Context: an optimization exercise on an open-source flow, tuned for small area, a short achievable clock period and few clock cycles. The choices shown serve that exercise and are no tape-out recipe.
Power figures rest on the tool's default switching activity, not on a simulated workload.

==> module top_module2, before the edit <==
module top_module2 (input [3:0] start_adress, input [7:0] data_in, input clock, input Start, input reset,
  output logic [15:0] out_put_det3, output logic Done, output logic [3:0] adress);
  logic [12:1] ph;             
  logic add_q0, add_q2;        
  logic [3:0] addr;
  logic [7:0] dr;              
  logic [15:0] mr;             
  logic [3:0] b_one, b_two, b_neg;   
  logic [15:0] cs_s, cs_c;     
  logic [15:0] q1, q0;
  wire go = Done & Start;
  logic [3:0] step;
  always @(*) begin
    step = 4'd0;
    if (ph[1]) step = 4'd4;
    if (ph[2]) step = 4'd14;    
    if (ph[3]) step = 4'd1;
    if (ph[4]) step = 4'd14;    
    if (ph[5]) step = 4'd4;
    if (ph[6]) step = 4'd11;    
    if (ph[7]) step = 4'd8;
    if (ph[8]) step = 4'd14;    
    if (ph[9]) step = 4'd1;
  end
  assign adress = addr;
  always @(posedge clock or posedge reset) begin
    if (reset) begin
      Done   <= 1'b1;
      ph     <= '0;
      add_q0 <= 1'b0;
      add_q2 <= 1'b0;
    end else begin
      Done   <= Done ? ~Start : ph[12];
      ph     <= {ph[11:1], go};
      add_q0 <= ph[6] | ph[7] | ph[8];
      add_q2 <= ph[10] | ph[11];
    end
  end
  wire sub_next = ph[3] | ph[5] | ph[7];
  wire [8:0] de = {data_in, 1'b0};
  logic [3:0] e_one, e_two, e_neg;
  always @(*) begin
    for (int j = 0; j < 4; j++) begin
      e_one[j] = de[2*j+1] ^ de[2*j];
      e_two[j] = (de[2*j+2] & ~de[2*j+1] & ~de[2*j]) | (~de[2*j+2] & de[2*j+1] & de[2*j]);
      e_neg[j] = de[2*j+2] ^ sub_next;
    end
  end
  wire [15:0] ps, pc;
  mul16cs mul (.m(mr), .one(b_one), .two(b_two), .neg(b_neg), .rs(ps), .rc(pc));
  wire [15:0] add = ({16{add_q0}} & q0) | ({16{add_q2}} & out_put_det3);
  wire [15:0] t_s = add ^ cs_s ^ cs_c;
  wire [15:0] t_c = (add & cs_s) | (add & cs_c) | (cs_s & cs_c);
  wire [15:0] r = t_s + {t_c[14:0], 1'b0};
  always @(posedge clock) begin
    addr <= go ? start_adress : addr + step;
    dr <= data_in;
    b_one <= e_one;
    b_two <= e_two;
    b_neg <= e_neg;
    mr <= (ph[8] | ph[9] | ph[10]) ? out_put_det3 : {{8{dr[7]}}, dr};
    cs_s <= ps;
    cs_c <= pc;
    if (!Done) out_put_det3 <= r;
    q1 <= out_put_det3;
    q0 <= q1;
  end
endmodule
Settings: LEC_CHECK=0, CAP_MARGIN=20, CORE_MARGIN=2, CORE_UTILIZATION=40, SETUP_SLACK_MARGIN=4.5, SLEW_MARGIN=20; clock period 7.0 ns.
run.sh (not shown) runs the stock make flow with config.mk's settings and CLKGATE_MAP_FILE= SYNTH_SCRIPT=/design/flow/synth_recipe.tcl, a recipe that flattens the netlist after the stock synthesis.
Edit:
--- a/flow/design.v
+++ b/flow/design.v
@@ -256,45 +256,43 @@
   assign rs = {c120, c118, c116, c114, c112, c110, c108, c106, c104, c102, c100, c98, c96, s95, p2, p1};
   assign rc = {s121, s119, s117, s115, s113, s111, s109, s107, s105, s103, s101, s99, s97, neg1, 1'b0, neg0};
 endmodule
 module top_module2 (input [3:0] start_adress, input [7:0] data_in, input clock, input Start, input reset,
   output logic [15:0] out_put_det3, output logic Done, output logic [3:0] adress);
   logic [12:1] ph;             
-  logic add_q0, add_q2;        
+  logic add_acc;               
   logic [3:0] addr;
   logic [7:0] dr;              
   logic [15:0] mr;             
   logic [3:0] b_one, b_two, b_neg;   
   logic [15:0] cs_s, cs_c;     
-  logic [15:0] q1, q0;
+  logic [15:0] x2n, x3;
   wire go = Done & Start;
   logic [3:0] step;
   always @(*) begin
     step = 4'd0;
     if (ph[1]) step = 4'd4;
     if (ph[2]) step = 4'd14;    
     if (ph[3]) step = 4'd1;
     if (ph[4]) step = 4'd14;    
     if (ph[5]) step = 4'd4;
     if (ph[6]) step = 4'd11;    
-    if (ph[7]) step = 4'd8;
-    if (ph[8]) step = 4'd14;    
+    if (ph[7]) step = 4'd6;
+    if (ph[8]) step = 4'd1;
     if (ph[9]) step = 4'd1;
   end
   assign adress = addr;
   always @(posedge clock or posedge reset) begin
     if (reset) begin
-      Done   <= 1'b1;
-      ph     <= '0;
-      add_q0 <= 1'b0;
-      add_q2 <= 1'b0;
+      Done    <= 1'b1;
+      ph      <= '0;
+      add_acc <= 1'b0;
     end else begin
-      Done   <= Done ? ~Start : ph[12];
-      ph     <= {ph[11:1], go};
-      add_q0 <= ph[6] | ph[7] | ph[8];
-      add_q2 <= ph[10] | ph[11];
+      Done    <= Done ? ~Start : ph[12];
+      ph      <= {ph[11:1], go};
+      add_acc <= ph[7] | ph[10] | ph[11];
     end
   end
   wire sub_next = ph[3] | ph[5] | ph[7];
   wire [8:0] de = {data_in, 1'b0};
   logic [3:0] e_one, e_two, e_neg;
   always @(*) begin
@@ -303,24 +301,24 @@
       e_two[j] = (de[2*j+2] & ~de[2*j+1] & ~de[2*j]) | (~de[2*j+2] & de[2*j+1] & de[2*j]);
       e_neg[j] = de[2*j+2] ^ sub_next;
     end
   end
   wire [15:0] ps, pc;
   mul16cs mul (.m(mr), .one(b_one), .two(b_two), .neg(b_neg), .rs(ps), .rc(pc));
-  wire [15:0] add = ({16{add_q0}} & q0) | ({16{add_q2}} & out_put_det3);
+  wire [15:0] add = ({16{ph[7]}} & x3) | ({16{ph[9]}} & x2n) | ({16{add_acc}} & out_put_det3);
   wire [15:0] t_s = add ^ cs_s ^ cs_c;
   wire [15:0] t_c = (add & cs_s) | (add & cs_c) | (cs_s & cs_c);
   wire [15:0] r = t_s + {t_c[14:0], 1'b0};
   always @(posedge clock) begin
     addr <= go ? start_adress : addr + step;
     dr <= data_in;
     b_one <= e_one;
     b_two <= e_two;
     b_neg <= e_neg;
-    mr <= (ph[8] | ph[9] | ph[10]) ? out_put_det3 : {{8{dr[7]}}, dr};
+    mr <= (ph[8] | ph[9]) ? r : ph[10] ? x3 : {{8{dr[7]}}, dr};
     cs_s <= ps;
     cs_c <= pc;
-    if (!Done) out_put_det3 <= r;
-    q1 <= out_put_det3;
-    q0 <= q1;
+    if (ph[4] | ph[7]) x3 <= r;
+    if (ph[6]) x2n <= r;
+    if (ph[5] | ph[8] | ph[10] | ph[11] | ph[12]) out_put_det3 <= r;
   end
 endmodule
- fmax falls by a little under a tenth
- cell count climbs by a few percent
- global-route usage climbs by 1.7 points
- power rises by about a fifth
- synthesized cell count rose by a few percent
- core utilization went down by 0.62 points
- non-clock buffer count is lower by 11
- via count rose by roughly a tenth
- die area went up by a little under a tenth
- final area goes up by a little under a tenth
- wire length increases by about a fifth
- sequential share of layout area grows by 1.0 points
- worst setup slack loses 0.26 ns
- hold slack gains 0.063 ns
Function was not checked in any run of this note: the RTL went through the layout flow alone.

[afterwards: timing with drivers on the ports]
In the flow no input, the clock included, has a driving cell. The finished layouts below were timed again as built, in two steps.
Step 1: set_driving_cell puts a clkbuf_16 on clock and a buf_2 on each other input, an assumption about the parent block.
Step 2, shift: input delay + t, output delay - t, t = (earliest + latest rising clock arrival at the registers) / 2. This alone moves slack from input paths to output paths.
Three values: ideal, step 1, step 2; two values: the first two.
| run | shift t [ns] | setup WS [ns] | hold WS [ns] |
|---|---|---|---|
| the first run | 0.453 | 3.998 / 3.998 / 3.998 | 0.324 / 0.324 / 0.324 |
| the second run | 0.451 | 3.738 / 3.738 / 3.738 | 0.386 / 0.386 / 0.386 |
After both steps setup and hold are still met in every run listed.
